This design comes from an exercise in tuning for small area on the open sky130 flow, not from production work.
Only simulation tests tie the RTL to the original design; equivalence was not proved.
Power and IR drop assume default switching activity.

### flow/design.v
`timescale 1ns / 1ps
module rampgen
  ( frequency,
    amplitude,
    M_AXIS_ACLK,
    M_AXIS_ARESETN,
    M_AXIS_TREADY,
    M_AXIS_TDATA,
    M_AXIS_TSTRB,
    M_AXIS_TLAST,
    M_AXIS_TVALID
  );
  parameter C_S_AXIS_TDATA_WIDTH = 256;
  input  [31:0] frequency;
  input  [31:0] amplitude;
  input wire  M_AXIS_ACLK;
  input wire  M_AXIS_ARESETN;
  input wire  M_AXIS_TREADY;
  output wire [C_S_AXIS_TDATA_WIDTH-1 : 0] M_AXIS_TDATA;
  output wire [(C_S_AXIS_TDATA_WIDTH/8)-1 : 0] M_AXIS_TSTRB;
  output wire  M_AXIS_TLAST;
  output reg  M_AXIS_TVALID;
  localparam SKIP = 3'd6;
  assign M_AXIS_TSTRB = {(C_S_AXIS_TDATA_WIDTH/8){1'b0}};
  assign M_AXIS_TLAST = 1'b0;
  wire clk = M_AXIS_ACLK;
  wire acc = M_AXIS_ARESETN & M_AXIS_TREADY;
  wire upd = M_AXIS_TVALID;           
  reg  [31:0] f_q;
  reg  [15:0] a_q;
  wire ev = !M_AXIS_ARESETN || (frequency != f_q) || (amplitude[15:0] != a_q);
  wire [15:0] na = ~a_q;
  reg  [27:0] q;                       
  wire [27:0] q_step = q + frequency[27:0];
  reg  [5:0] cnt;
  reg  [2:0] skip;
  reg        xfer;
  wire [5:0] cnt_n = ev ? 6'd0 : (cnt == 6'd48) ? cnt : cnt + 6'd1;
  reg  mul, stag, run, rdy, snap, ld1, dbl_on, c17, c18, c19;
  reg  [2:0] clr;                      
  reg  [2:0] clrh;                     
  reg  sel_r;                          
  reg  sel_s;                          
  reg  stag_h;                         
  wire [2:0] skip_n = ev ? 3'd0 : (cnt == 6'd31) ? SKIP :
                      (run && upd && skip != 3'd0) ? skip - 3'd1 : skip;
  wire xfer_n = ev ? 1'b0 : (cnt == 6'd31) ? 1'b1 : sel_r ? 1'b0 : xfer;
  wire live_n   = acc && (cnt_n >= 6'd32) && (skip_n == 3'd0);
  wire sel_r_n  = live_n && xfer_n && rdy;
  wire sel_s_n  = live_n && !(xfer_n && rdy);
  always @(posedge clk) begin
    cnt  <= cnt_n;
    skip <= skip_n;
    xfer <= xfer_n;
    mul   <= (cnt_n < 6'd16) || (cnt_n >= 6'd32 && cnt_n < 6'd48);
    stag  <= (cnt_n >= 6'd17) && (cnt_n <= 6'd30);
    run   <= (cnt_n >= 6'd32);
    rdy   <= (cnt_n == 6'd48);
    snap  <= (cnt_n == 6'd31);
    ld1   <= (cnt_n == 6'd16);
    dbl_on <= (cnt_n >= 6'd17) && (cnt_n <= 6'd20);
    c17   <= (cnt_n == 6'd17);
    c18   <= (cnt_n == 6'd18);
    c19   <= (cnt_n == 6'd19);
    clr[0] <= (cnt_n == 6'd28);
    clr[1] <= (cnt_n == 6'd21);
    clr[2] <= (cnt_n == 6'd16);
    clrh  <= clr;
    sel_r <= sel_r_n;
    sel_s <= sel_s_n;
    stag_h <= stag;
  end
  reg  [47:0] r;
  reg  [17:0] a3;                      
  wire [1:0]  m  = r[1:0];
  wire [17:0] ma = (m == 2'd0) ? 18'd0 : (m == 2'd1) ? {2'b00, a_q} :
                   (m == 2'd2) ? {1'b0, a_q, 1'b0} : a3;
  wire [17:0] rs = {2'b00, r[47:32]} + ma;
  wire [47:0] r_next = {2'b00, rs[17:2], rs[1:0], r[31:2]};
  reg  [31:0] d1;                      
  reg  [15:0] h1, h2, h4, hw;          
  reg  [15:0] p1, p2, p4;              
  wire [16:0] dbl_s = {hw, d1[{3'b111, ~(cnt[1:0] - 2'd1)}]};
  wire [17:0] cdb, ckm;
  wire [16:0] dbl_t;
  wire [15:0] kout;
  assign cdb[0] = 1'b1;
  assign ckm[0] = 1'b1;
  genvar i;
  generate
    for (i = 0; i < 17; i = i + 1) begin : db
      wire nai = (i < 16) ? na[i] : 1'b1;
      assign dbl_t[i] = dbl_s[i] ^ nai ^ cdb[i];
      assign cdb[i+1] = (dbl_s[i] & nai) | (cdb[i] & (dbl_s[i] ^ nai));
    end
    for (i = 0; i < 16; i = i + 1) begin : km
      assign kout[i]  = hw[i] ^ na[i] ^ ckm[i];
      assign ckm[i+1] = (hw[i] & na[i]) | (ckm[i] & (hw[i] ^ na[i]));
    end
  endgenerate
  wire [15:0] dbl   = cdb[17] ? dbl_t[15:0] : dbl_s[15:0];
  wire [31:0] bus_l = sel_r_n ? r[31:0] : sel_s_n ? {d1[27:0], 4'b0000} : stag ? d1 : 32'd0;
  wire [15:0] bh    = sel_r ? r[47:32] : sel_s ? hw : stag_h ? h1 : 16'd0;
  always @(posedge clk) begin
    M_AXIS_TVALID <= acc;
    f_q <= frequency;
    a_q <= amplitude[15:0];
    if (!M_AXIS_ARESETN)
      q <= 28'd0;
    else if (M_AXIS_TREADY)
      q <= q_step;
    a3 <= {1'b0, amplitude[15:0], 1'b0} + {2'b00, amplitude[15:0]};
    if (ev)
      r <= {16'd0, frequency};
    else if (snap)
      r <= {16'd0, q_step, 4'b0000};
    else if (mul)
      r <= r_next;
    if (ld1) begin
      d1 <= r[31:0];
      h1 <= r[47:32];
      hw <= r[47:32];
    end
    if (dbl_on)
      hw <= dbl;
    if (c17)
      h2 <= dbl;
    if (c18)
      h4 <= dbl;
    if (c17)
      p1 <= kout;
    if (c18)
      p2 <= kout;
    if (c19)
      p4 <= kout;
  end
  wire [15:0] sh [0:2];
  wire [31:0] sl [0:2];
  genvar g;
  generate
    for (g = 0; g < 3; g = g + 1) begin : st
      reg  [15:0] h;
      reg  [31:0] l;
      reg         pc;                  
      wire [32:0] ls = {1'b0, l} + {1'b0, bus_l};
      always @(posedge clk) begin
        l  <= clr[g] ? 32'd0 : ls[31:0];
        pc <= ls[32];
      end
      wire [16:0] cu, ct;
      wire [15:0] u, t;
      assign cu[0] = pc;
      assign ct[0] = 1'b1;
      for (i = 0; i < 16; i = i + 1) begin : ad
        assign u[i]    = h[i] ^ bh[i] ^ cu[i];
        assign cu[i+1] = (h[i] & bh[i]) | (cu[i] & (h[i] ^ bh[i]));
        assign t[i]    = u[i] ^ na[i] ^ ct[i];
        assign ct[i+1] = (u[i] & na[i]) | (ct[i] & (u[i] ^ na[i]));
      end
      always @(posedge clk)
        h <= clrh[g] ? 16'd0 : (cu[16] | ct[16]) ? t : u;
      assign sh[g] = h;
      assign sl[g] = l;
    end
  endgenerate
  wire [15:0] samp [0:15];
  assign samp[2]  = sh[0];
  assign samp[9]  = sh[1];
  assign samp[14] = sh[2];
  generate
    for (g = 0; g < 16; g = g + 1) begin : dl
      if (g != 2 && g != 9 && g != 14) begin : c
        localparam integer S = (g <= 4 || g == 6) ? 0 : (g <= 11 || g == 13) ? 1 : 2;
        localparam integer B = (S == 0) ? 2 : (S == 1) ? 9 : 14;
        localparam integer K = g - B;
        localparam integer KA = (K < 0) ? -K : K;
        wire [31:0] dk = (KA == 1) ? d1 : (KA == 2) ? {d1[30:0], 1'b0} : {d1[29:0], 2'b00};
        wire [15:0] hk = (KA == 1) ? h1 : (KA == 2) ? h2 : h4;
        wire [15:0] pk = (KA == 1) ? p1 : (KA == 2) ? p2 : p4;
        wire [15:0] hb = sh[S];
        wire [31:0] lb = sl[S];
        wire [32:0] cc;
        reg         cq;
        assign cc[0] = (K < 0);
        for (i = 0; i < 32; i = i + 1) begin : cy
          wire dki = (K < 0) ? ~dk[i] : dk[i];
          assign cc[i+1] = (lb[i] & dki) | (cc[i] & (lb[i] | dki));
        end
        always @(posedge clk)
          cq <= cc[32];
        wire [15:0] xa = (K < 0) ? ~hk : hk;
        wire [15:0] xb = (K < 0) ? ~pk : pk;
        wire [16:0] ca, cb;
        wire [15:0] sa, sb;
        assign ca[0] = cq;
        assign cb[0] = cq;
        for (i = 0; i < 16; i = i + 1) begin : ad
          assign sa[i]   = hb[i] ^ xa[i] ^ ca[i];
          assign ca[i+1] = (hb[i] & xa[i]) | (ca[i] & (hb[i] ^ xa[i]));
          assign sb[i]   = hb[i] ^ xb[i] ^ cb[i];
          assign cb[i+1] = (hb[i] & xb[i]) | (cb[i] & (hb[i] ^ xb[i]));
        end
        if (K > 0) begin : p
          assign samp[g] = cb[16] ? sb : sa;
        end else begin : m
          assign samp[g] = ca[16] ? sa : sb;
        end
      end
    end
  endgenerate
  generate
    for (g = 0; g < 16; g = g + 1) begin : o
      assign M_AXIS_TDATA[16*g +: 16] = {~samp[g][15], samp[g][14:2], 2'b00};
    end
  endgenerate
endmodule
### flow/flow/run.sh
#!/bin/bash
# Own layout flow: the standard flow (standard synthesis unchanged), with
# plain minimum-size buffers on the ports and a clock tree without dummy loads.
set -euo pipefail
export BUFFER_PORTS_ARGS="-buffer_cell sky130_fd_sc_hd__buf_1"
export CTS_ARGS="-sink_clustering_enable -repair_clock_nets -dont_use_dummy_load -buf_list {sky130_fd_sc_hd__clkbuf_4 sky130_fd_sc_hd__clkbuf_8}"
bash standard.sh > standard_flow.log 2>&1
### flow/standard.sh
#!/bin/bash
# synth_recipe.tcl (not shown) runs the flow's synth.tcl, then flattens the netlist and writes it again
# the make line also repeats each setting of config.mk as NAME=value (left out here)
make -C /OpenROAD-flow-scripts/flow DESIGN_CONFIG=/design/flow/config.mk WORK_HOME=/design/flow/orfs CLKGATE_MAP_FILE= SYNTH_SCRIPT=/design/flow/synth_recipe.tcl "${@:-finish}"
### flow/config.mk
export PLATFORM = sky130hd
export DESIGN_NAME = rampgen
export DESIGN_NICKNAME = rampgen
export VERILOG_FILES = /design/flow/design.v
export SDC_FILE = /design/flow/constraint.sdc
export NUM_CORES = 4
export LEC_CHECK = 0
export CAP_MARGIN = 20
export CORE_MARGIN = 2
export CORE_UTILIZATION = 60
export CTS_BUF_LIST = sky130_fd_sc_hd__clkbuf_4 sky130_fd_sc_hd__clkbuf_8
export SLEW_MARGIN = 20
### flow/constraint.sdc
create_clock -name core_clock -period 10.0 [get_ports {M_AXIS_ACLK}]
set_input_delay 2.0000 -clock core_clock [delete_from_list [all_inputs] [get_ports {M_AXIS_ACLK}]]
set_output_delay 2.0000 -clock core_clock [all_outputs]
set_load 0.01 [all_outputs]
==> reports/metrics.yaml, run 1 <==
status: "timing/DRC/antenna clean"
placementRows: 98
yosysTopAreaCellShare: 0.223
min_path_type: "register to register"
count_of_flip_flops_with_a_built_in_enable_after_synthesis: 176
drive_above_1_share: 0.0866
static-leakage-power_nw: 19.0
fmax_mhz: 102
detailedPlacementHpwl_um: 101000
die-area_um2: 73800
timing.reg2reg.setup_slack_ps: 600
postRouteWirelength_um: 125000
detailedRoute.firstIterationViolations: 3059
area_growth_pct: 7.17
die_w_um: 272
crit_fanout: 12
ff_latch_area_um2: 11200
power_density_nw_per_um2: 215
floorplan.initialDensity: 0.603
htree_num_levels: 3
fin_crit_sh: 0.979
capture_instance_of_the_worst_register_to_register_path: "st[1].h[13]$_SDFF_PP0_"
hold_depth: 0
yosys.area_share.simple: 0.0985
timing.final.max_slew_violations: 0
crit_reg_reg_startpoint: "stag_h$_DFF_P_"
post-route-min-period_ps: 9790
gp_congestion: 0.980
setup_slack_ps: 207
groute.usage.overall: 0.341
io_pins: 357
worstSetupStartpointType: "register"
worst-slew-pin-transition_ps: 1060
clockRootBuffer: "sky130_fd_sc_hd__clkbuf_8"
post-synth-top-area-cell: "sky130_fd_sc_hd__fa_1"
dp_slack_ps: 317
number_of_library_cell_types_mapped_by_synthesis: 87
post-route-drc-count: 0
crit_required_ps: 8000
port-buffer-count: 275
dr_total_vias: 33500
cts_tree: "yes"
layout.filler_cells: 5968
combinational_family_with_the_most_area_after_synthesis: "adder cells"
synth_fa_ha_area_frac: 0.310
number_of_antenna_violations_at_the_first_check_in_global_routing: 4
arrival_ps: 7790
worst_clock_skew_ps: 131
synth.area.mux_share: 0.0644
count_of_cells_along_the_worst_register_to_register_path: 27
synthCells: 4406
worst_setup_hold_path_clk_slew_ps: 50
max-slew-margin-rel: 0.284
final_hold_viol_count: 0
wire_per_inst_um: 22.6
maxcap_viol_count: 0
detail_route.vias_per_cell: 6.04
numPlacedInstances: 5438
clock_path_buffers: 3
yosys_warnings: 1
grt_pass1_vias: 32300
power_mw: 9.90
wire_length_of_the_first_global_routing_pass_um: 192000
clock_latency_ps: 740
synth_top_cells_by_area: "sky130_fd_sc_hd__fa_1 (22%), sky130_fd_sc_hd__dfxtp_1 (14%), sky130_fd_sc_hd__edfxtp_1 (12%)"
yosys_register_bits: 473
placeableCoreArea_um2: 71200
hold_path.startpoint: "stag$_DFF_P_"
setup_viol_count_final: 0
postLayoutCoreUtil: 0.647
synth_compound_gate_area_share: 0.159
dr.pass1.iters: 6
antenna_left: 0
cp-end-kind: "primary output"
chip_height_um: 272
instances_no_fill: 5548
multi_input_area_um2: 29300
layout.nets: 5371
synthesis.area_per_instance_um2: 9.76
synth_xor_area_frac: 0.0389
worst-setup-path-type: "register to primary output"
grt_max_degree: 78
ctsHoldBuffers: 0
ys_async_sr_fraction: 0
cts.sinks: 473
ys_flop_type: "sky130_fd_sc_hd__dfxtp_1"
tritoncts.num_buffers: 87
gr-total-overflow: 0
worst_slack_on_hold_paths_ps: 320
ir_worst_vdd_uv: 300
netlist_area_um2: 43000
min_to: "stag_h$_DFF_P_"
ys_seq_area_frac: 0.261
## routing by layer
metal  global-route usage  part of all wire  routed length (um)  vias up
met2                0.517              0.44               55600     1264
met1                0.491              0.44               55600    16400
li1                     -                 -                   -    15600
met5                    0          0.000096                  12        -
met4                0.111             0.034                4270        2
met3               0.0669             0.079                9920      208
## through the flow
step                TNS, ps  instance area, um2
floorplan                 0               43200
global placement          0               44300
detailed placement        0               44300
CTS                       0               45600
global route           -298               46100
finish                    0               46100
## state kept, by name (all words and copies together), names as in the netlist, 2 cells and up
register / count
clrh: 3
p2: 16
a_q: 15
a3: 18
f_q: 32
clr: 2
r: 48
d1: 32
hw: 16
cnt: 6
h1: 16
st.pc: 3
h2: 16
st.l: 96
q: 28
p4: 16
h4: 16
skip: 3
st.h: 48
p1: 16
dl.c.cq: 13
## worst max-delay path, stage by stage (launching register included)
cell and delay [ps]:
sky130_fd_sc_hd__edfxtp_1 460, sky130_fd_sc_hd__ha_1 320, sky130_fd_sc_hd__a21o_1 180, sky130_fd_sc_hd__a21o_1 190, sky130_fd_sc_hd__fa_1 390, sky130_fd_sc_hd__fa_1 400, sky130_fd_sc_hd__fa_1 410, sky130_fd_sc_hd__fa_2 360
sky130_fd_sc_hd__fa_1 400, sky130_fd_sc_hd__fa_2 360, sky130_fd_sc_hd__fa_1 380, sky130_fd_sc_hd__fa_1 390, sky130_fd_sc_hd__fa_1 400, sky130_fd_sc_hd__fa_1 400, sky130_fd_sc_hd__fa_2 380, sky130_fd_sc_hd__fa_1 370
sky130_fd_sc_hd__inv_1 70, sky130_fd_sc_hd__fa_1 160, sky130_fd_sc_hd__inv_1 50, sky130_fd_sc_hd__fa_2 390, sky130_fd_sc_hd__buf_12 170, sky130_fd_sc_hd__mux2_2 330, sky130_fd_sc_hd__buf_1 140
## placed cells by master (no fill, tap or decap), types with 44 or more instances in the layout
master,instances
sky130_fd_sc_hd__a211oi_1,44
sky130_fd_sc_hd__a21o_1,58
sky130_fd_sc_hd__a21oi_1,293
sky130_fd_sc_hd__a22oi_1,49
sky130_fd_sc_hd__buf_1,261
sky130_fd_sc_hd__buf_4,75
sky130_fd_sc_hd__clkbuf_8,87
sky130_fd_sc_hd__conb_1,65
sky130_fd_sc_hd__dfxtp_1,288
sky130_fd_sc_hd__edfxtp_1,176
sky130_fd_sc_hd__fa_1,443
sky130_fd_sc_hd__ha_1,227
sky130_fd_sc_hd__inv_1,328
sky130_fd_sc_hd__maj3_1,73
sky130_fd_sc_hd__mux2_2,105
sky130_fd_sc_hd__mux2i_1,142
sky130_fd_sc_hd__nand2_1,291
sky130_fd_sc_hd__nand3_1,72
sky130_fd_sc_hd__nor2_1,356
sky130_fd_sc_hd__nor3_1,56
sky130_fd_sc_hd__o21ai_0,227
sky130_fd_sc_hd__o22ai_1,69
sky130_fd_sc_hd__xnor2_1,89
sky130_fd_sc_hd__xor2_1,102
## report_power, final
part | switching, mW | internal (mW)
logic | 3.42 | 2.37
clock network | 0.782 | 0.761
registers | 0.398 | 2.16
total | 4.60 | 5.29
## cells in the mapped netlist, types with 15 or more instances
| library cell | instances |
|---|---|
| sky130_fd_sc_hd__a211oi_1 | 44 |
| sky130_fd_sc_hd__a21o_1 | 58 |
| sky130_fd_sc_hd__a21oi_1 | 294 |
| sky130_fd_sc_hd__a221oi_1 | 19 |
| sky130_fd_sc_hd__a222oi_1 | 15 |
| sky130_fd_sc_hd__a22o_1 | 15 |
| sky130_fd_sc_hd__a22oi_1 | 49 |
| sky130_fd_sc_hd__a31oi_1 | 40 |
| sky130_fd_sc_hd__and3_1 | 21 |
| sky130_fd_sc_hd__buf_1 | 25 |
| sky130_fd_sc_hd__buf_4 | 105 |
| sky130_fd_sc_hd__clkbuf_1 | 186 |
| sky130_fd_sc_hd__dfxtp_1 | 297 |
| sky130_fd_sc_hd__edfxtp_1 | 176 |
| sky130_fd_sc_hd__fa_1 | 479 |
| sky130_fd_sc_hd__ha_1 | 227 |
| sky130_fd_sc_hd__inv_1 | 328 |
| sky130_fd_sc_hd__maj3_1 | 73 |
| sky130_fd_sc_hd__maj3_2 | 16 |
| sky130_fd_sc_hd__mux2_2 | 106 |
| sky130_fd_sc_hd__mux2i_1 | 155 |
| sky130_fd_sc_hd__nand2_1 | 291 |
| sky130_fd_sc_hd__nand2b_1 | 36 |
| sky130_fd_sc_hd__nand3_1 | 72 |
| sky130_fd_sc_hd__nor2_1 | 356 |
| sky130_fd_sc_hd__nor2b_1 | 40 |
| sky130_fd_sc_hd__nor3_1 | 56 |
| sky130_fd_sc_hd__nor4_1 | 16 |
| sky130_fd_sc_hd__o211ai_1 | 28 |
| sky130_fd_sc_hd__o21a_1 | 24 |
| sky130_fd_sc_hd__o21ai_0 | 227 |
| sky130_fd_sc_hd__o21bai_1 | 33 |
| sky130_fd_sc_hd__o22ai_1 | 69 |
| sky130_fd_sc_hd__xnor2_1 | 89 |
| sky130_fd_sc_hd__xor2_1 | 102 |
## worst max path at each step
stage	from	endpoint	slack [ps]	cells after the start
floorplan	st[0].h[0]$_SDFF_PP0_	M_AXIS_TDATA[104]	1040	22
global route	h2[0]$_DFFE_PP_	M_AXIS_TDATA[6]	-40	23
CTS	p1[0]$_DFFE_PP_	M_AXIS_TDATA[53]	5	23
detailed placement	st[0].h[0]$_SDFF_PP0_	M_AXIS_TDATA[100]	320	21
finish	p1[0]$_DFFE_PP_	M_AXIS_TDATA[244]	210	22
global placement	st[0].h[0]$_SDFF_PP0_	M_AXIS_TDATA[100]	390	21
## final cells by class
cell class,count,share of cell area
diodes,2,0.000109
clock buffers,87,0.0260
inverters,341,0.0278
multi-input cells,3332,0.636
flip-flops and latches,473,0.244
well taps,950,0.0258
repair buffers,363,0.0396
## cells by family after synthesis
logic type / count (synthesis)
other: 1
muxes: 262
buffers and inverters: 665
xor gates and xnor gates: 191
adders and majority gates: 795
AOI/OAI and AO/OA: 1064
DFF: 473
and+or+nand+nor: 955
## timing repair
item	in CTS	in global routing
setup endpoints to repair	173	166
pin swaps	0	6
gates cloned	0	0
setup buffers	1	19
gates resized for setup	18	66
==> run 2, diff against run 1 <==
==> flow/flow/run.sh (replaced) <==
#!/bin/bash
# Own layout flow: the standard flow (standard synthesis unchanged), with
# plain minimum-size buffers on the ports and a clock tree without dummy loads.
set -euo pipefail
export BUFFER_PORTS_ARGS="-buffer_cell sky130_fd_sc_hd__buf_1"
export CTS_ARGS="-sink_clustering_enable -repair_clock_nets -dont_use_dummy_load -buf_list {sky130_fd_sc_hd__clkbuf_2 sky130_fd_sc_hd__clkbuf_4}"
bash standard.sh > standard_flow.log 2>&1
--- a/flow/config.mk
+++ b/flow/config.mk
@@ -7,6 +7,6 @@
 export LEC_CHECK = 0
 export CAP_MARGIN = 20
 export CORE_MARGIN = 2
-export CORE_UTILIZATION = 60
-export CTS_BUF_LIST = sky130_fd_sc_hd__clkbuf_4 sky130_fd_sc_hd__clkbuf_8
+export CORE_UTILIZATION = 75
+export CTS_BUF_LIST = sky130_fd_sc_hd__clkbuf_2 sky130_fd_sc_hd__clkbuf_4
 export SLEW_MARGIN = 20
==> run 2 against run 1 <==
Against the previous run: now fails the layout checks on negative setup slack; sequential power increased by 2%; clock-buffer cell count is 48 higher; first-iteration DRC count is 51% higher; global-route usage grew 9.6 points; worst setup slack worse by 610 ps; cell count fell by 2.5%; hold slack better by 2.3 ps; clock skew increased by 3.8 ps; maximum frequency fell by 5.9%; die area is 20% lower; synthesized area unchanged.
==> reports/metrics.yaml, run 2 <==
largest_register_ffs: 96  # unchanged
number_of_antenna_violations_at_the_first_check_in_global_routing: 10  # was 4
synthCells: 4406  # unchanged
status: "complete, but fails checks"  # was timing/DRC/antenna clean
final_hold_viol_count: 0  # unchanged
clkPwrFrac: 0.124  # was 0.156
dr.pass1.iters: 6  # unchanged
layout_top_registers: "st.l: 96 flops, r: 48 flops, st.h: 48 flops"  # unchanged
ys_seq_area_frac: 0.261  # unchanged
gr-total-overflow: 0  # unchanged
io_pins: 357  # unchanged
yosysTopAreaCellShare: 0.223  # unchanged
detail_route.vias_per_cell: 6.78  # was 6.04
comb_power_share: 0.645  # was 0.585
ys_async_sr_fraction: 0  # unchanged
setup_slack_ps: -402  # was 207 ps
chip_height_um: 243  # was 272 um
register_containing_the_most_flip_flops_in_the_final_layout: "st.l"  # unchanged
layout.nets: 5413  # was 5,371
yosys_register_bits: 473  # unchanged
post-synth-top-area-cell: "sky130_fd_sc_hd__fa_1"  # unchanged
post-route-drc-count: 0  # unchanged
die_w_um: 243  # was 272 um
cts.sinks: 473  # unchanged
worstSetupStartpointType: "register"  # unchanged
netSwitchingPower_mw: 5.60  # was 4.60 mW
clock_latency_ps: 1050  # was 740 ps
power_density_nw_per_um2: 244  # was 215 nW/um2
clock_path_buffers: 3  # unchanged
postRouteWirelength_um: 137000  # was 125,000 um
max-slew-margin-rel: 0.186  # was 0.284
postLayoutCoreUtil: 0.821  # was 0.647
ys_flop_type: "sky130_fd_sc_hd__dfxtp_1"  # unchanged
worst_setup_hold_path_clk_slew_ps: 70  # was 50 ps
cp-end-kind: "primary output"  # unchanged
placementRows: 87  # was 98
count_of_flip_flops_with_a_built_in_enable_after_synthesis: 176  # unchanged
worst_clock_skew_ps: 135  # was 131 ps
floorplan.initialDensity: 0.761  # was 0.603
tritoncts.num_buffers: 135  # was 87
crit_required_ps: 8000  # about the same
ir_worst_vdd_uv: 321  # was 300 uV
number_of_library_cell_types_mapped_by_synthesis: 87  # unchanged
seq_power_share: 0.231  # was 0.259
ctsHoldBuffers: 0  # unchanged
violations: "negative setup slack"
antenna_left: 0  # unchanged
switching_share: 0.494  # was 0.465
arrival_ps: 8400  # was 7790 ps
dr_total_vias: 36700  # was 33.5k
cts_tree: "yes"  # unchanged
synthesis.area_per_instance_um2: 9.76  # unchanged
die-area_um2: 59200  # was 73,800 um2
timing.final.max_slew_violations: 0  # unchanged
fin_crit_sh: 1.04  # was 0.979
port-buffer-count: 275  # unchanged
synth_common_cells: "sky130_fd_sc_hd__fa_1 (479), sky130_fd_sc_hd__nor2_1 (356), sky130_fd_sc_hd__inv_1 (328), sky130_fd_sc_hd__dfxtp_1 (297), sky130_fd_sc_hd__a21oi_1 (294)"  # unchanged
detailedRoute.firstIterationViolations: 4611  # was 3,059
detailedPlacementHpwl_um: 99200  # was 101,000 um
post-route-min-period_ps: 10400  # was 9790 ps
grt_pass1_vias: 34400  # was 32.3k
fmax_mhz: 96.1  # was 102 MHz
placeableCoreArea_um2: 56500  # was 71,200 um2
htree_num_levels: 4  # was 3
maxcap_viol_count: 0  # unchanged
crit_fanout: 8  # was 12
worst-setup-path-type: "register to primary output"  # unchanged
drive_above_1_share: 0.133  # was 0.0866
synth_most_common_cell: "sky130_fd_sc_hd__fa_1"  # unchanged
layout.cells.most_common: "sky130_fd_sc_hd__fa_1"  # unchanged
area_growth_pct: 7.91  # was 7.17%
min_path_type: "register to register"  # unchanged
most-common-layout-cells: "sky130_fd_sc_hd__fa_1 (363), sky130_fd_sc_hd__nor2_1 (356), sky130_fd_sc_hd__inv_1 (328)"  # was sky130_fd_sc_hd__fa_1 (443), sky130_fd_sc_hd__nor2_1 (356), sky130_fd_sc_hd__inv_1 (328)
worst_slack_on_hold_paths_ps: 322  # was 320 ps
wire_per_inst_um: 25.4  # was 22.6 um
grt_max_degree: 73  # was 78
dp_slack_ps: 394  # was 317 ps
gp_congestion: 0.958  # was 0.980
groute.usage.overall: 0.437  # was 0.341
layout.filler_cells: 3370  # was 5,968
tns_ps: -9020  # was 0 ps
setup_viol_count_final: 55  # was 0
synth_top_cells_by_area: "sky130_fd_sc_hd__fa_1 (22%), sky130_fd_sc_hd__dfxtp_1 (14%), sky130_fd_sc_hd__edfxtp_1 (12%)"  # unchanged
wire_length_of_the_first_global_routing_pass_um: 198000  # was 192,000 um
yosys_warnings: 1  # unchanged
cell_internal_pwr_mw: 5.74  # was 5.29 mW
static-leakage-power_nw: 19.1  # was 19.0 nW
netlist_area_um2: 43000  # unchanged
worst-slew-pin-transition_ps: 1210  # was 1060 ps
clockRootBuffer: "sky130_fd_sc_hd__clkbuf_4"  # was sky130_fd_sc_hd__clkbuf_8
==> run 2: cell counts after synthesis <==
Identical to the previous run, type by type.
==> run 2: final timing paths <==
check	startpoint	endpoint	slack, ps	cells after the start
setup / recovery	p2[0]$_DFFE_PP_	M_AXIS_TDATA[186]	-400	24
hold / removal	clr[0]$_DFF_P_	clrh[0]$_DFF_P_	320	0
setup reg to reg	sel_s$_DFF_P_	st[1].h[6]$_SDFF_PP0_	610	25
hold reg to reg	clr[0]$_DFF_P_	clrh[0]$_DFF_P_	320	0
==> run 2: critical path: stages (launching register included) <==
cell	delay, ps
sky130_fd_sc_hd__edfxtp_1	400
sky130_fd_sc_hd__inv_1	110
sky130_fd_sc_hd__ha_1	330
sky130_fd_sc_hd__inv_1	50
sky130_fd_sc_hd__a21oi_1	170
sky130_fd_sc_hd__o21bai_1	140
sky130_fd_sc_hd__fa_2	370
sky130_fd_sc_hd__fa_2	390
sky130_fd_sc_hd__fa_1	410
sky130_fd_sc_hd__fa_2	390
sky130_fd_sc_hd__fa_2	390
sky130_fd_sc_hd__fa_2	380
sky130_fd_sc_hd__fa_2	350
sky130_fd_sc_hd__fa_2	370
sky130_fd_sc_hd__fa_1	410
sky130_fd_sc_hd__fa_2	370
sky130_fd_sc_hd__fa_1	400
sky130_fd_sc_hd__fa_1	380
sky130_fd_sc_hd__inv_1	90
sky130_fd_sc_hd__fa_1	190
sky130_fd_sc_hd__inv_1	70
sky130_fd_sc_hd__fa_2	410
sky130_fd_sc_hd__buf_4	220
sky130_fd_sc_hd__mux2_2	420
sky130_fd_sc_hd__buf_1	190
==> run 2: routing by layer <==
layer  track usage  wire length, um  vias to the layer above
li1              -                -                    15800
met4         0.226             9200                        6
met3         0.119            19400                      688
met2         0.647            58600                     2731
met1         0.592            50000                    17500
met5             0              198                        -
==> run 2: layout make-up <==
cell class / count / area, um2 / share of cell area
antenna: 18 / 45.0 / 0.000971
clock buffer: 135 / 1010 / 0.0218
inverter: 341 / 1280 / 0.0276
tap: 756 / 946 / 0.0204
timing repair buffer: 357 / 1920 / 0.0413
multi-input combinational: 3332 / 29900 / 0.645
sequential: 473 / 11200 / 0.242
==> run 2: kinds of logic after synthesis <==
logic type | synth area share
adder cells (fa/ha/maj) | 0.310
XOR/XNOR | 0.0389
multiplexers | 0.0644
AND/OR/NAND/NOR | 0.0985
AO/OA/AOI/OAI | 0.159
other | 0.0000872
buffers and inverters | 0.0676
flip-flops | 0.261
==> run 2: timing repair <==
action	CTS	global route
buffers inserted	25	2
gates cloned	0	0
pin swaps	7	5
resized for setup	133	172
endpoints found under the setup margin	182	182
==> run 2: stage by stage <==
step                instance area, um2  instances  power [mW]
CTS                              45800       5392        10.0
detailed placement               44000       5232        8.20
floorplan                        43200       4470        6.14
global placement                 44000       5232        7.84
global route                     46400       5399        11.9
finish                           46400       5412        11.3
==> run 2: power groups by stage <==
stage | registers [mW] | logic, mW | clock network, mW
2_1_floorplan | 2.52 | 3.62 | 0
3_3_place_gp | 2.58 | 5.26 | 0
3_5_place_dp | 2.60 | 5.60 | 0
4_1_cts | 2.57 | 6.05 | 1.40
5_1_grt | 2.64 | 7.71 | 1.50
6_report | 2.61 | 7.31 | 1.41
==> run 3, diff against run 2 <==
--- a/flow/design.v
+++ b/flow/design.v
@@ -36,7 +36,8 @@
   reg  [2:0] skip;
   reg        xfer;
   wire [5:0] cnt_n = ev ? 6'd0 : (cnt == 6'd48) ? cnt : cnt + 6'd1;
-  reg  mul, stag, run, rdy, snap, ld1, dbl_on, c17, c18, c19;
+  reg  mul, stag, run, rdy, snap, ld1, dbl_on, c17, c18;
+  reg  pl1, pl2, pl3;                  
   reg  [2:0] clr;                      
   reg  [2:0] clrh;                     
   reg  sel_r;                          
@@ -61,7 +62,9 @@
     dbl_on <= (cnt_n >= 6'd17) && (cnt_n <= 6'd20);
     c17   <= (cnt_n == 6'd17);
     c18   <= (cnt_n == 6'd18);
-    c19   <= (cnt_n == 6'd19);
+    pl1   <= sel_r_n;
+    pl2   <= pl1 && !ev;
+    pl3   <= pl2 && !ev;
     clr[0] <= (cnt_n == 6'd28);
     clr[1] <= (cnt_n == 6'd21);
     clr[2] <= (cnt_n == 6'd16);
@@ -79,7 +82,10 @@
   wire [47:0] r_next = {2'b00, rs[17:2], rs[1:0], r[31:2]};
   reg  [31:0] d1;                      
   reg  [15:0] h1, h2, h4, hw;          
-  reg  [15:0] p1, p2, p4;              
+  wire [15:0] p1 = r[15:0];
+  wire [15:0] p2 = r[31:16];
+  wire [15:0] p4 = r[47:32];
+  wire [15:0] ks = pl1 ? h1 : pl2 ? h2 : h4;
   wire [16:0] dbl_s = {hw, d1[{3'b111, ~(cnt[1:0] - 2'd1)}]};
   wire [17:0] cdb, ckm;
   wire [16:0] dbl_t;
@@ -94,8 +100,8 @@
       assign cdb[i+1] = (dbl_s[i] & nai) | (cdb[i] & (dbl_s[i] ^ nai));
     end
     for (i = 0; i < 16; i = i + 1) begin : km
-      assign kout[i]  = hw[i] ^ na[i] ^ ckm[i];
-      assign ckm[i+1] = (hw[i] & na[i]) | (ckm[i] & (hw[i] ^ na[i]));
+      assign kout[i]  = ks[i] ^ na[i] ^ ckm[i];
+      assign ckm[i+1] = (ks[i] & na[i]) | (ckm[i] & (ks[i] ^ na[i]));
     end
   endgenerate
   wire [15:0] dbl   = cdb[17] ? dbl_t[15:0] : dbl_s[15:0];
@@ -116,6 +122,12 @@
       r <= {16'd0, q_step, 4'b0000};
     else if (mul)
       r <= r_next;
+    else if (pl1)
+      r[15:0] <= kout;
+    else if (pl2)
+      r[31:16] <= kout;
+    else if (pl3)
+      r[47:32] <= kout;
     if (ld1) begin
       d1 <= r[31:0];
       h1 <= r[47:32];
@@ -127,12 +139,6 @@
       h2 <= dbl;
     if (c18)
       h4 <= dbl;
-    if (c17)
-      p1 <= kout;
-    if (c18)
-      p2 <= kout;
-    if (c19)
-      p4 <= kout;
   end
   wire [15:0] sh [0:2];
   wire [31:0] sl [0:2];
==> flow/flow/run.sh (replaced) <==
#!/bin/bash
# Own layout flow: the standard flow (standard synthesis unchanged), with
# plain minimum-size buffers on the ports and a clock tree without dummy loads.
set -euo pipefail
export BUFFER_PORTS_ARGS="-buffer_cell sky130_fd_sc_hd__buf_1"
export CTS_ARGS="-sink_clustering_enable -repair_clock_nets -dont_use_dummy_load -buf_list {sky130_fd_sc_hd__clkbuf_4 sky130_fd_sc_hd__clkbuf_8} -sink_clustering_size 30"
bash standard.sh > standard_flow.log 2>&1
--- a/flow/config.mk
+++ b/flow/config.mk
@@ -7,6 +7,6 @@
 export LEC_CHECK = 0
 export CAP_MARGIN = 20
 export CORE_MARGIN = 2
-export CORE_UTILIZATION = 75
-export CTS_BUF_LIST = sky130_fd_sc_hd__clkbuf_2 sky130_fd_sc_hd__clkbuf_4
+export CORE_UTILIZATION = 60
+export CTS_BUF_LIST = sky130_fd_sc_hd__clkbuf_4 sky130_fd_sc_hd__clkbuf_8
 export SLEW_MARGIN = 20
==> run 3 against run 2 <==
Against the previous run: the run now finishes clean; routed wire length rose by 6.2%; die area rose by 22%; clock power rose by 3%; flip-flop and latch count fell by 47; cell count rose by 5.1%; clock-buffer cell count fell by 52; total power fell by 8.7%; global-route usage fell by 4.1 points; final area fell by 1.1%.
==> reports/metrics.yaml, run 3 <==
wire_per_inst_um: 25.7  # was 25.4 um
crit_fanout: 14  # was 8
crit_path_frequent_cell: "sky130_fd_sc_hd__fa_1"  # was sky130_fd_sc_hd__fa_2
dr_total_vias: 35700  # was 36.7k
io_pins: 357  # unchanged
critPathMaxStageDelay_ps: 410  # was 420 ps
post-route-min-period_ps: 9880  # was 10,400 ps
synthCells: 4518  # was 4,406
ir_worst_vdd_uv: 279  # was 321 uV
ys_flop_type: "sky130_fd_sc_hd__dfxtp_1"  # unchanged
yosys_register_bits: 426  # was 473
synth.area.mux_share: 0.0658  # was 0.0644
post-route-drc-count: 0  # unchanged
fin_crit_sh: 0.988  # was 1.04
synth_most_common_cell: "sky130_fd_sc_hd__fa_1"  # unchanged
timing.reg2reg.setup_slack_ps: 860  # was 610 ps
dr.pass1.iters: 9  # was 6
detailedPlacementHpwl_um: 116000  # was 99,200 um
post-synth-top-area-cell: "sky130_fd_sc_hd__fa_1"  # unchanged
largest_register_ffs: 96  # unchanged
floorplan.initialDensity: 0.605  # was 0.761
worst-slew-pin-transition_ps: 1190  # was 1210 ps
port-buffer-count: 275  # unchanged
cp_cell_sequence: "buf_4 > ha_1 > a21o_1 > a21oi_1 > fa_1 > fa_1 > fa_1 > fa_1 > fa_1 > fa_1 > fa_1 > fa_1 > fa_1 > fa_1 > fa_1 > fa_1 > inv_1 > fa_1 > inv_1 > fa_2 > buf_12 > mux2i_2 > buf_1"  # was inv_1 > ha_1 > inv_1 > a21oi_1 > o21bai_1 > fa_2 > fa_2 > fa_1 > fa_2 > fa_2 > fa_2 > fa_2 > fa_2 > fa_1 > fa_2 > fa_1 > fa_1 > inv_1 > fa_1 > inv_1 > fa_2 > buf_4 > mux2_2 > buf_1
chip_height_um: 269  # was 243 um
grt_max_degree: 66  # was 73
power_mw: 10.4  # was 11.3 mW
status: "timing/DRC/antenna clean"  # was complete, but fails checks
max-slew-margin-rel: 0.199  # was 0.186
power_density_nw_per_um2: 226  # was 244 nW/um2
drive_above_1_share: 0.0976  # was 0.133
arrival_ps: 7880  # was 8400 ps
setup_viol_count_final: 0  # was 55
wire_length_of_the_first_global_routing_pass_um: 214000  # was 198,000 um
placed_area_um2: 43900  # was 44,000 um2
crit_reg_reg_startpoint: "sel_s$_DFF_P_"  # unchanged
layout_top_registers: "st.l: 96 flops, r: 48 flops, st.h: 48 flops"  # unchanged
synth_common_cells: "sky130_fd_sc_hd__fa_1 (479), sky130_fd_sc_hd__nor2_1 (417), sky130_fd_sc_hd__a21oi_1 (348), sky130_fd_sc_hd__inv_1 (307), sky130_fd_sc_hd__nand2_1 (306)"  # was sky130_fd_sc_hd__fa_1 (479), sky130_fd_sc_hd__nor2_1 (356), sky130_fd_sc_hd__inv_1 (328), sky130_fd_sc_hd__dfxtp_1 (297), sky130_fd_sc_hd__a21oi_1 (294)
die-area_um2: 72500  # was 59,200 um2
register_containing_the_most_flip_flops_in_the_final_layout: "st.l"  # unchanged
number_of_antenna_violations_at_the_first_check_in_global_routing: 3  # was 10
grt_pass1_vias: 33600  # was 34.4k
number_of_library_cell_types_mapped_by_synthesis: 76  # was 87
layout.nets: 5519  # was 5,413
worst_clock_skew_ps: 104  # was 135 ps
count_of_flip_flops_with_a_built_in_enable_after_synthesis: 128  # was 176
worstSetupStartpointType: "register"  # unchanged
worst_slack_on_hold_paths_ps: 462  # was 322 ps
tritoncts.num_buffers: 83  # was 135
groute.usage.overall: 0.396  # was 0.437
synthesis.area_per_instance_um2: 9.34  # was 9.76 um2
area_growth_pct: 8.71  # was 7.91%
rsz0062_at_grt: "true"
synth_xor_area_frac: 0.0392  # was 0.0389
most-common-layout-cells: "sky130_fd_sc_hd__fa_1 (438), sky130_fd_sc_hd__nor2_1 (416), sky130_fd_sc_hd__a21oi_1 (347)"  # was sky130_fd_sc_hd__fa_1 (363), sky130_fd_sc_hd__nor2_1 (356), sky130_fd_sc_hd__inv_1 (328)
ys_async_sr_fraction: 0  # unchanged
layout.cells.most_common: "sky130_fd_sc_hd__fa_1"  # unchanged
worst_setup_path_endpoint: "M_AXIS_TDATA[132]"  # was M_AXIS_TDATA[186]
worst-setup-path-type: "register to primary output"  # unchanged
placeableCoreArea_um2: 69800  # was 56,500 um2
clock_latency_ps: 710  # was 1050 ps
crit_required_ps: 8000  # about the same
cp-end-kind: "primary output"  # unchanged
htree_num_levels: 3  # was 4
final_hold_viol_count: 0  # unchanged
clockRootBuffer: "sky130_fd_sc_hd__clkbuf_8"  # was sky130_fd_sc_hd__clkbuf_4
count_of_cells_along_the_worst_register_to_register_path: 25  # unchanged
synth_top_cells_by_area: "sky130_fd_sc_hd__fa_1 (23%), sky130_fd_sc_hd__dfxtp_1 (14%), sky130_fd_sc_hd__edfxtp_1 (9.1%)"  # was sky130_fd_sc_hd__fa_1 (22%), sky130_fd_sc_hd__dfxtp_1 (14%), sky130_fd_sc_hd__edfxtp_1 (12%)
die_w_um: 269  # was 243 um
layout.filler_cells: 5858  # was 3,370
synth_fa_ha_area_frac: 0.314  # was 0.310
postRouteWirelength_um: 146000  # was 137,000 um
synth_compound_gate_area_share: 0.171  # was 0.159
slowest_stage: "sky130_fd_sc_hd__fa_1"  # was sky130_fd_sc_hd__mux2_2
capture_instance_of_the_worst_register_to_register_path: "st[0].h[0]$_SDFF_PP0_"  # was st[1].h[6]$_SDFF_PP0_
detailedRoute.firstIterationViolations: 4037  # was 4,611
antenna_left: 0  # unchanged
gp_congestion: 1.00  # was 0.958
yosys_warnings: 1  # unchanged
clock_path_buffers: 3  # unchanged
timing.final.max_slew_violations: 0  # unchanged
finalInstanceArea_um2: 45900  # was 46,400 um2
ctsHoldBuffers: 0  # unchanged
gr-total-overflow: 0  # unchanged
detail_route.vias_per_cell: 6.28  # was 6.78
critical_path.startpoint: "st[1].h[0]$_SDFF_PP0_"  # was p2[0]$_DFFE_PP_
min_path_type: "register to register"  # unchanged
cts.sinks: 426  # was 473
yosys.area_share.simple: 0.109  # was 0.0985
ys_seq_area_frac: 0.232  # was 0.261
placementRows: 97  # was 87
yosysTopAreaCellShare: 0.227  # was 0.223
static-leakage-power_nw: 19.1  # about the same
combinational_family_with_the_most_area_after_synthesis: "adder cells"  # unchanged
maxcap_viol_count: 0  # unchanged
worst_setup_hold_path_clk_slew_ps: 60  # was 70 ps
cts_tree: "yes"  # unchanged
fmax_mhz: 101  # was 96.1 MHz
netlist_area_um2: 42200  # was 43,000 um2
[run 3: how the worst min path moves through the flow]
stage / slack [ps] / from / cells past startpoint / end
6_report: 460 / clr[1]$_DFF_P_ / 0 / clrh[1]$_DFF_P_
5_1_grt: 480 / clr[1]$_DFF_P_ / 0 / clrh[1]$_DFF_P_
4_1_cts: 470 / clr[1]$_DFF_P_ / 0 / clrh[1]$_DFF_P_
3_5_place_dp: 400 / clr[1]$_DFF_P_ / 0 / clrh[1]$_DFF_P_
3_3_place_gp: 400 / clr[1]$_DFF_P_ / 0 / clrh[1]$_DFF_P_
2_1_floorplan: 360 / clr[0]$_DFF_P_ / 0 / clrh[0]$_DFF_P_
[run 3: worst max-delay path: cells and delay by family (launching register included)]
family / cells / cell delay, ps
buf+inv: 5 / 690
mux: 1 / 380
fa+ha+maj: 15 / 5600
compound gates: 2 / 200
flops: 1 / 370
[run 3: per-layer routing]
layer,vias to the layer above,GRT usage,routed length (um)
li1,16000,-,-
met1,17500,0.529,57000
met3,353,0.0778,13900
met2,1798,0.611,66000
met5,-,0,0
met4,0,0.210,9000
[run 3: stage by stage]
step           TNS (ps)  instances   util  setup slack (ps)
3_5_place_dp          0       5571  0.629               304
3_3_place_gp          0       5571  0.629               375
4_1_cts           -11.5       5670  0.649             -7.56
6_report              0       5686  0.658               117
5_1_grt           -72.0       5686  0.658             -57.0
2_1_floorplan         0       4582      -               801
[run 3: kinds of logic (layout without fill, tap and decap cells)]
group | after synthesis | count (layout)
fa+ha+maj | 787 | 787
mux | 263 | 263
flops | 426 | 426
buf+inv | 667 | 829
xor+xnor | 189 | 189
compound gates | 1143 | 1143
other cells | 1 | 67
simple gates | 1042 | 1042
[run 3: timing repair]
action	in CTS	in global routing
setup buffers	16	14
gates cloned	0	0
resized for setup	33	88
endpoints found under the setup margin	159	172
pin swaps	2	0
[run 3: cell type report]
class	instances	area, um2	share of cell area
diodes	2	5.00	0.000109
flip-flops and latches	426	9820	0.214
clock buffers	83	1140	0.0249
inverters	325	1220	0.0266
well taps	940	1180	0.0256
multi-input cells	3489	30200	0.659
repair buffers	421	2300	0.0501
[run 3: power by group]
part           total [mW]  internal [mW]  switching (mW)
logic                6.62           2.59            4.03
clock network        1.45          0.726           0.726
registers            2.28           1.94           0.336
==> run 4, diff against run 3 <==
==> flow/flow/run.sh (replaced) <==
#!/bin/bash
# Own layout flow: the standard flow (standard synthesis unchanged), with
# plain minimum-size buffers on the ports and a clock tree without dummy loads.
set -euo pipefail
export BUFFER_PORTS_ARGS="-buffer_cell sky130_fd_sc_hd__buf_1"
export CTS_ARGS="-sink_clustering_enable -repair_clock_nets -dont_use_dummy_load -buf_list {sky130_fd_sc_hd__clkbuf_8 sky130_fd_sc_hd__clkbuf_16} -sink_clustering_size 30 -sink_clustering_max_diameter 60"
bash standard.sh > standard_flow.log 2>&1
==> run 4 against run 3 <==
Against the previous run: still clean on timing, DRC and antenna; combinational power fell by 2%; clock power rose by 6%; sequential power barely moved; non-clock buffer count rose by 10; hold slack improved by 21 ps; via count fell by 0.80%; maximum frequency barely moved; routed wire length fell by 0.17%; largest cell class unchanged; largest power group unchanged.
==> reports/metrics.yaml, run 4 <==
status: "timing/DRC/antenna clean"  # unchanged
io_pins: 357  # unchanged
largest_register_ffs: 96  # unchanged
ys_seq_area_frac: 0.232  # unchanged
count_of_flip_flops_with_a_built_in_enable_after_synthesis: 128  # unchanged
fmax_mhz: 101  # about the same
layout_top_registers: "st.l: 96 flops, r: 48 flops, st.h: 48 flops"  # unchanged
post-synth-top-area-cell: "sky130_fd_sc_hd__fa_1"  # unchanged
switching_share: 0.488  # was 0.492
floorplan.initialDensity: 0.605  # unchanged
most-common-layout-cells: "sky130_fd_sc_hd__fa_1 (449), sky130_fd_sc_hd__nor2_1 (416), sky130_fd_sc_hd__a21oi_1 (347)"  # was sky130_fd_sc_hd__fa_1 (438), sky130_fd_sc_hd__nor2_1 (416), sky130_fd_sc_hd__a21oi_1 (347)
crit_required_ps: 8000  # about the same
synthCells: 4518  # unchanged
register_containing_the_most_flip_flops_in_the_final_layout: "st.l"  # unchanged
number_of_antenna_violations_at_the_first_check_in_global_routing: 2  # was 3
detail_route.vias_per_cell: 6.26  # was 6.28
rsz0062_at_grt: "true"  # unchanged
worst_slack_on_hold_paths_ps: 483  # was 462 ps
layout.filler_cells: 5859  # was 5,858
synth_top_cells_by_area: "sky130_fd_sc_hd__fa_1 (23%), sky130_fd_sc_hd__dfxtp_1 (14%), sky130_fd_sc_hd__edfxtp_1 (9.1%)"  # unchanged
dr.pass1.iters: 8  # was 9
dr_total_vias: 35400  # was 35.7k
placeableCoreArea_um2: 69800  # unchanged
synth_most_common_cell: "sky130_fd_sc_hd__fa_1"  # unchanged
clkPwrFrac: 0.148  # was 0.140
placementRows: 97  # unchanged
netlist_area_um2: 42200  # unchanged
grt.met2_usage: 0.607  # was 0.611
die-area_um2: 72500  # unchanged
post-route-drc-count: 0  # unchanged
static-leakage-power_nw: 19.1  # about the same
synth_common_cells: "sky130_fd_sc_hd__fa_1 (479), sky130_fd_sc_hd__nor2_1 (417), sky130_fd_sc_hd__a21oi_1 (348), sky130_fd_sc_hd__inv_1 (307), sky130_fd_sc_hd__nand2_1 (306)"  # unchanged
tritoncts.num_buffers: 47  # was 83
clock_latency_ps: 650  # was 710 ps
worst-setup-path-type: "register to primary output"  # unchanged
clockRootBuffer: "sky130_fd_sc_hd__clkbuf_16"  # was sky130_fd_sc_hd__clkbuf_8
layout.cells.most_common: "sky130_fd_sc_hd__fa_1"  # unchanged
worstSetupStartpointType: "register"  # unchanged
area_growth_pct: 8.66  # was 8.71%
cp-end-kind: "primary output"  # unchanged
count_of_cells_along_the_worst_register_to_register_path: 27  # was 25
chip_height_um: 269  # unchanged
hold_depth: 2  # was 0
worst_clock_skew_ps: 104  # about the same
die_w_um: 269  # unchanged
min_path_type: "register to register"  # unchanged
gr-total-overflow: 0  # unchanged
final_hold_viol_count: 0  # unchanged
instances_no_fill: 5659  # was 5,686
crit_fanout: 8  # was 14
grt_use_met3: 0.0777  # was 0.0778
cts_tree: "yes"  # unchanged
yosysTopAreaCellShare: 0.227  # unchanged
wire_length_of_the_first_global_routing_pass_um: 213000  # was 214,000 um
port-buffer-count: 275  # unchanged
worst_setup_hold_path_clk_slew_ps: 80  # was 60 ps
max-slew-margin-rel: 0.134  # was 0.199
setup_viol_count_final: 0  # unchanged
maxcap_viol_count: 0  # unchanged
fin_crit_sh: 0.988  # about the same
globalRoute.busiestLayer: "met2"  # unchanged
arrival_ps: 7880  # about the same
finalInstanceArea_um2: 45900  # about the same
groute.usage.overall: 0.394  # was 0.396
netSwitchingPower_mw: 5.04  # was 5.09 mW
synthesis.area_per_instance_um2: 9.34  # unchanged
yosys_register_bits: 426  # unchanged
post-route-min-period_ps: 9880  # about the same
antenna_left: 0  # unchanged
clock_path_buffers: 3  # unchanged
met1_usage: 0.526  # was 0.529
grt_max_degree: 66  # unchanged
numPlacedInstances: 5571  # unchanged
timing.final.max_slew_violations: 0  # unchanged
seq_power_share: 0.220  # about the same
htree_num_levels: 2  # was 3
yosys_warnings: 1  # unchanged
cell_internal_pwr_mw: 5.28  # was 5.26 mW
wire_per_inst_um: 25.7  # about the same
gp_congestion: 1.00  # unchanged
grt_pass1_vias: 33500  # was 33.6k
worst-slew-pin-transition_ps: 1280  # was 1190 ps
drive_above_1_share: 0.0884  # was 0.0976
ys_async_sr_fraction: 0  # unchanged
layout.nets: 5493  # was 5,519
cts.sinks: 426  # unchanged
comb_power_share: 0.632  # was 0.640
postRouteWirelength_um: 146000  # about the same
detailedRoute.firstIterationViolations: 4089  # was 4,037
ir_worst_vdd_uv: 274  # was 279 uV
placed_area_um2: 43900  # unchanged
ys_flop_type: "sky130_fd_sc_hd__dfxtp_1"  # unchanged
detailedPlacementHpwl_um: 116000  # unchanged
number_of_library_cell_types_mapped_by_synthesis: 76  # unchanged
power_density_nw_per_um2: 225  # was 226 nW/um2
run 4: cell counts after synthesis:
Identical to the previous run, type by type.
run 4: cells by family after synthesis:
| family | synth area share |
|---|---|
| flops | 0.232 |
| buf+inv | 0.0687 |
| mux | 0.0658 |
| fa+ha+maj | 0.314 |
| xor+xnor | 0.0392 |
| other cells | 0.0000888 |
| compound gates | 0.171 |
| simple gates | 0.109 |
run 4: power groups by stage:
stage	Clock [mW]	Sequential, mW	Combinational (mW)
after detailed placement	0	2.30	5.97
final	1.53	2.27	6.52
after CTS	1.55	2.26	6.11
after global placement	0	2.29	5.84
after floorplan	0	2.32	3.59
after global routing	1.59	2.29	7.01
run 4: repair_timing:
action	in CTS	in global routing
hold buffers	0	0
pin swaps	0	2
setup endpoints to repair	155	168
cloned	0	0
buffers inserted	11	29
gates resized for setup	21	69
run 4: critical path: stages (launching register included):
cell                       delay [ps]
sky130_fd_sc_hd__edfxtp_1         510
sky130_fd_sc_hd__ha_1             340
sky130_fd_sc_hd__a21o_1           180
sky130_fd_sc_hd__a21o_1           210
sky130_fd_sc_hd__fa_2             350
sky130_fd_sc_hd__fa_1             390
sky130_fd_sc_hd__fa_1             390
sky130_fd_sc_hd__fa_1             390
sky130_fd_sc_hd__fa_1             390
sky130_fd_sc_hd__fa_1             400
sky130_fd_sc_hd__fa_2             360
sky130_fd_sc_hd__fa_1             400
sky130_fd_sc_hd__fa_1             400
sky130_fd_sc_hd__fa_1             390
sky130_fd_sc_hd__fa_1             380
sky130_fd_sc_hd__fa_1             380
sky130_fd_sc_hd__inv_1             80
sky130_fd_sc_hd__fa_1             170
sky130_fd_sc_hd__inv_1             60
sky130_fd_sc_hd__fa_2             380
sky130_fd_sc_hd__clkbuf_4         200
sky130_fd_sc_hd__a21oi_1          290
sky130_fd_sc_hd__buf_1            200
run 4: through the flow:
stage	total power, mW	util	TNS [ps]	worst slack, ps
floorplan	5.91	-	0	801
global placement	8.13	0.629	0	375
detailed placement	8.27	0.629	0	304
CTS	9.92	0.649	-195	-49.9
global route	10.9	0.657	-425	-51.5
finish	10.3	0.657	0	118
run 4: routing by layer:
metal | vias up | part of all wire
met5 | - | 0
met4 | 0 | 0.064
met3 | 352 | 0.092
met2 | 1650 | 0.45
met1 | 17400 | 0.39
li1 | 16000 | -
run 4: area by class of cell:
cell class                 instances  area [um2]  area share
multi-input combinational       3489       30100       0.656
sequential                       426        9820       0.214
timing repair buffer             431        2380      0.0519
inverter                         325        1220      0.0266
clock buffer                      47        1180      0.0256
tap                              940        1180      0.0256
antenna                            1        2.50   0.0000546
run 4: path summary, 6_finish.rpt:
| kind | from | to | slack, ps |
|---|---|---|---|
| max | r[0]$_DFFE_PP_ | M_AXIS_TDATA[254] | 120 |
| min | q[22]$_SDFFE_PN0P_ | q[22]$_SDFFE_PN0P_ | 480 |
| max reg2reg | h1[0]$_DFFE_PP_ | st[0].h[0]$_SDFF_PP0_ | 780 |
| min reg2reg | q[22]$_SDFFE_PN0P_ | q[22]$_SDFFE_PN0P_ | 480 |
==> run 5, diff against run 4 <==
==> flow/flow/run.sh (replaced) <==
#!/bin/bash
# Own layout flow: the standard flow (standard synthesis unchanged), with
# plain minimum-size buffers on the ports and a clock tree without dummy loads.
set -euo pipefail
export BUFFER_PORTS_ARGS="-buffer_cell sky130_fd_sc_hd__buf_1"
export CTS_ARGS="-sink_clustering_enable -repair_clock_nets -dont_use_dummy_load -buf_list {sky130_fd_sc_hd__clkbuf_16} -sink_clustering_size 40 -sink_clustering_max_diameter 60"
bash standard.sh > standard_flow.log 2>&1
==> run 5 against run 4 <==
Against the previous run: clock-buffer cell count did not move; non-clock buffer count unchanged; sequential power about the same; maximum frequency shrank 0.11%; global-route usage about the same; worst setup slack lost 11 ps; cell count unchanged; largest cell class unchanged; largest power group unchanged; highest routed layer unchanged.
==> reports/metrics.yaml, run 5 <==
yosys_warnings: 1  # unchanged
wire_per_inst_um: 25.7  # about the same
setup_viol_count_final: 0  # unchanged
placeableCoreArea_um2: 69800  # unchanged
timing.critical_path.buf_inv: 4  # unchanged
post-route-min-period_ps: 9890  # was 9880 ps
cp_cell_sequence: "ha_1 > a21oi_1 > fa_1 > fa_1 > fa_1 > fa_1 > fa_1 > fa_1 > fa_1 > fa_1 > fa_1 > fa_1 > fa_1 > fa_1 > inv_1 > fa_1 > inv_1 > fa_2 > buf_6 > mux2i_2 > buf_1"  # was ha_1 > a21o_1 > a21o_1 > fa_2 > fa_1 > fa_1 > fa_1 > fa_1 > fa_1 > fa_2 > fa_1 > fa_1 > fa_1 > fa_1 > fa_1 > inv_1 > fa_1 > inv_1 > fa_2 > clkbuf_4 > a21oi_1 > buf_1
hold_path.startpoint: "q[22]$_SDFFE_PN0P_"  # unchanged
postRouteWirelength_um: 145000  # was 146,000 um
synthesis.area_per_instance_um2: 9.34  # unchanged
antenna_left: 0  # unchanged
ctsHoldBuffers: 0  # unchanged
floorplan.initialDensity: 0.605  # unchanged
layout_top_registers: "st.l: 96 flops, r: 48 flops, st.h: 48 flops"  # unchanged
detailedPlacementHpwl_um: 116000  # unchanged
fin_crit_sh: 0.989  # was 0.988
cts_tree: "yes"  # unchanged
cp-end-kind: "primary output"  # unchanged
maxcap_viol_count: 0  # unchanged
timing.reg2reg.setup_slack_ps: 800  # was 780 ps
wire_length_of_the_first_global_routing_pass_um: 213000  # about the same
arrival_ps: 7890  # was 7880 ps
crit_required_ps: 8000  # about the same
synth_most_common_cell: "sky130_fd_sc_hd__fa_1"  # unchanged
critPathMaxStageDelay_ps: 680  # was 510 ps
dp_slack_ps: 304  # unchanged
netSwitchingPower_mw: 5.03  # was 5.04 mW
worst_clock_skew_ps: 106  # was 104 ps
chip_height_um: 269  # unchanged
detailedRoute.firstIterationViolations: 3917  # was 4,089
ff_latch_area_um2: 9820  # unchanged
htree_num_levels: 2  # unchanged
number_of_antenna_violations_at_the_first_check_in_global_routing: 1  # was 2
capture_instance_of_the_worst_register_to_register_path: "st[0].h[0]$_SDFF_PP0_"  # unchanged
io_pins: 357  # unchanged
layout.nets: 5493  # unchanged
worst-slew-pin-transition_ps: 1210  # was 1280 ps
status: "timing/DRC/antenna clean"  # unchanged
comb_power_share: 0.631  # was 0.632
crit_fanout: 13  # was 8
seq_power_share: 0.221  # was 0.220
ys_async_sr_fraction: 0  # unchanged
fmax_mhz: 101  # about the same
ys_flop_type: "sky130_fd_sc_hd__dfxtp_1"  # unchanged
ir_worst_vdd_uv: 274  # about the same
timing.final.max_slew_violations: 0  # unchanged
setup_slack_ps: 106  # was 118 ps
dr.pass1.iters: 6  # was 8
area_growth_pct: 8.66  # unchanged
max-slew-margin-rel: 0.183  # was 0.134
detail_route.vias_per_cell: 6.27  # was 6.26
power_density_nw_per_um2: 225  # about the same
grt_max_degree: 66  # unchanged
ys_seq_area_frac: 0.232  # unchanged
clock_path_buffers: 3  # unchanged
grt_pass1_vias: 33500  # about the same
min_path_type: "register to register"  # unchanged
clockRootBuffer: "sky130_fd_sc_hd__clkbuf_16"  # unchanged
switching_share: 0.488  # about the same
crit_reg_reg_startpoint: "h1[0]$_DFFE_PP_"  # unchanged
finalInstanceArea_um2: 45900  # unchanged
yosys_register_bits: 426  # unchanged
die_w_um: 269  # unchanged
post-route-drc-count: 0  # unchanged
critical-path-top-delay-family: "adder cells"  # unchanged
rsz0062_at_grt: "true"  # unchanged
placed_area_um2: 43900  # unchanged
netlist_area_um2: 42200  # unchanged
worst_setup_hold_path_clk_slew_ps: 80  # about the same
die-area_um2: 72500  # unchanged
clock_latency_ps: 650  # about the same
largest_register_ffs: 96  # unchanged
final_hold_viol_count: 0  # unchanged
placementRows: 97  # unchanged
gp_congestion: 1.00  # unchanged
groute.usage.overall: 0.394  # about the same
post-synth-top-area-cell: "sky130_fd_sc_hd__fa_1"  # unchanged
slowest_stage: "sky130_fd_sc_hd__dfxtp_1"  # was sky130_fd_sc_hd__edfxtp_1
synth_top_cells_by_area: "sky130_fd_sc_hd__fa_1 (23%), sky130_fd_sc_hd__dfxtp_1 (14%), sky130_fd_sc_hd__edfxtp_1 (9.1%)"  # unchanged
worst-setup-path-type: "register to primary output"  # unchanged
count_of_cells_along_the_worst_register_to_register_path: 27  # unchanged
cts.sinks: 426  # unchanged
clkPwrFrac: 0.148  # about the same
drive_above_1_share: 0.0884  # unchanged
most-common-layout-cells: "sky130_fd_sc_hd__fa_1 (449), sky130_fd_sc_hd__nor2_1 (416), sky130_fd_sc_hd__a21oi_1 (347)"  # unchanged
port-buffer-count: 275  # unchanged
layout.cells.most_common: "sky130_fd_sc_hd__fa_1"  # unchanged
synth_common_cells: "sky130_fd_sc_hd__fa_1 (479), sky130_fd_sc_hd__nor2_1 (417), sky130_fd_sc_hd__a21oi_1 (348), sky130_fd_sc_hd__inv_1 (307), sky130_fd_sc_hd__nand2_1 (306)"  # unchanged
cell_internal_pwr_mw: 5.28  # about the same
multi_input_area_um2: 30100  # unchanged
static-leakage-power_nw: 19.1  # unchanged
count_of_flip_flops_with_a_built_in_enable_after_synthesis: 128  # unchanged
yosysTopAreaCellShare: 0.227  # unchanged
tns_ps: 0  # unchanged
crit_path_frequent_cell: "sky130_fd_sc_hd__fa_1"  # unchanged
dr_total_vias: 35500  # was 35.4k
hold_depth: 2  # unchanged
number_of_library_cell_types_mapped_by_synthesis: 76  # unchanged
worstSetupStartpointType: "register"  # unchanged
layout.filler_cells: 5859  # unchanged
tritoncts.num_buffers: 47  # unchanged
synthCells: 4518  # unchanged
gr-total-overflow: 0  # unchanged
min_to: "q[22]$_SDFFE_PN0P_"  # unchanged
register_containing_the_most_flip_flops_in_the_final_layout: "st.l"  # unchanged
## run 5: cell counts in the layout (fill, tap and decap cells not counted)
Identical to the previous run, type by type.
## run 5: cell families (layout without fill, tap and decap cells)
group,Yosys count,count (layout),share of synthesized area
AO/OA/AOI/OAI,1143,1143,0.171
XOR/XNOR,189,189,0.0392
adder cells (fa/ha/maj),787,787,0.314
buffers and inverters,667,803,0.0687
flip-flops,426,426,0.232
multiplexers,263,263,0.0658
other,1,66,0.0000888
AND/OR/NAND/NOR,1042,1042,0.109
## run 5: metal layers
metal / global-route usage / wire length (um) / vias to the layer above
met5: 0 / 0 / -
met4: 0.215 / 9580 / 0
met3: 0.0785 / 13700 / 368
met2: 0.606 / 65200 / 1723
met1: 0.525 / 56900 / 17400
li1: - / - / 16000
## run 5: worst max-delay path by stage
stage	slack, ps	cells after the start	to	startpoint
floorplan	800	25	M_AXIS_TDATA[168]	r[0]$_DFFE_PP_
global placement	380	23	M_AXIS_TDATA[53]	r[0]$_DFFE_PP_
detailed placement	300	23	M_AXIS_TDATA[165]	r[0]$_DFFE_PP_
global route	-30	23	M_AXIS_TDATA[25]	h1[0]$_DFFE_PP_
CTS	-50	23	M_AXIS_TDATA[83]	h4[0]$_DFFE_PP_
finish	110	21	M_AXIS_TDATA[86]	st[1].h[1]$_SDFF_PP0_
## run 5: worst min-delay path: stages, from the launching register on
cell and delay (ps):
sky130_fd_sc_hd__dfxtp_1 320, sky130_fd_sc_hd__nand2b_1 60, sky130_fd_sc_hd__a21oi_1 60
## run 5: metrics by stage
stage	instances	hold WS [ps]	total power [mW]	utilization
after global placement	5571	403	8.13	0.629
final	5659	481	10.3	0.657
after CTS	5629	484	9.92	0.649
after floorplan	4582	360	5.91	-
after detailed placement	5571	404	8.27	0.629
after global routing	5659	514	10.9	0.657
## run 5: repair_timing
action	in CTS	in global routing
pin swaps	0	2
endpoints found under the hold margin	0	0
buffers inserted	11	29
endpoints found under the setup margin	155	169
resized for setup	21	69
## run 5: area by class of cell
type / instances / share of cell area
multi-input combinational: 3489 / 0.656
inverter: 325 / 0.0266
timing repair buffer: 431 / 0.0519
tap: 940 / 0.0256
antenna: 1 / 0.0000546
clock buffer: 47 / 0.0256
sequential: 426 / 0.214
## run 5: power groups by stage
stage / Sequential (mW) / Clock (mW) / Combinational, mW
finish: 2.28 / 1.53 / 6.51
global route: 2.29 / 1.59 / 7.01
CTS: 2.26 / 1.54 / 6.11
detailed placement: 2.30 / 0 / 5.97
global placement: 2.29 / 0 / 5.84
floorplan: 2.32 / 0 / 3.59

-- afterwards: timing with drivers on the ports --
In the flow no input, the clock included, has a driving cell. The finished layouts below were timed again as built, in two steps.
Step 1: set_driving_cell puts a clkbuf_16 on M_AXIS_ACLK and a buf_2 on each other input, an assumption about the parent block.
Step 2 adds t to the input delays and takes it off the output delays; t is the mean of the earliest and latest rising clock arrival at the registers after step 1. Input paths then give back, and output paths get back, about the clock's delay inside the block.
Slacks: ideal / step 1 / step 2; pairs: ideal / step 1.
run	t, ns	slack for setup (ns)	clock arrival spread, ns
run 1	0.740	0.207 / 0.144 / 0.598	0.132 / 0.132
run 2	1.043	-0.402 / -0.464 / 0.579	0.140 / 0.140
run 3	0.730	0.117 / 0.049 / 0.580	0.105 / 0.105
run 4	0.670	0.118 / 0.047 / 0.717	0.103 / 0.103
run 5	0.672	0.106 / 0.035 / 0.707	0.105 / 0.106
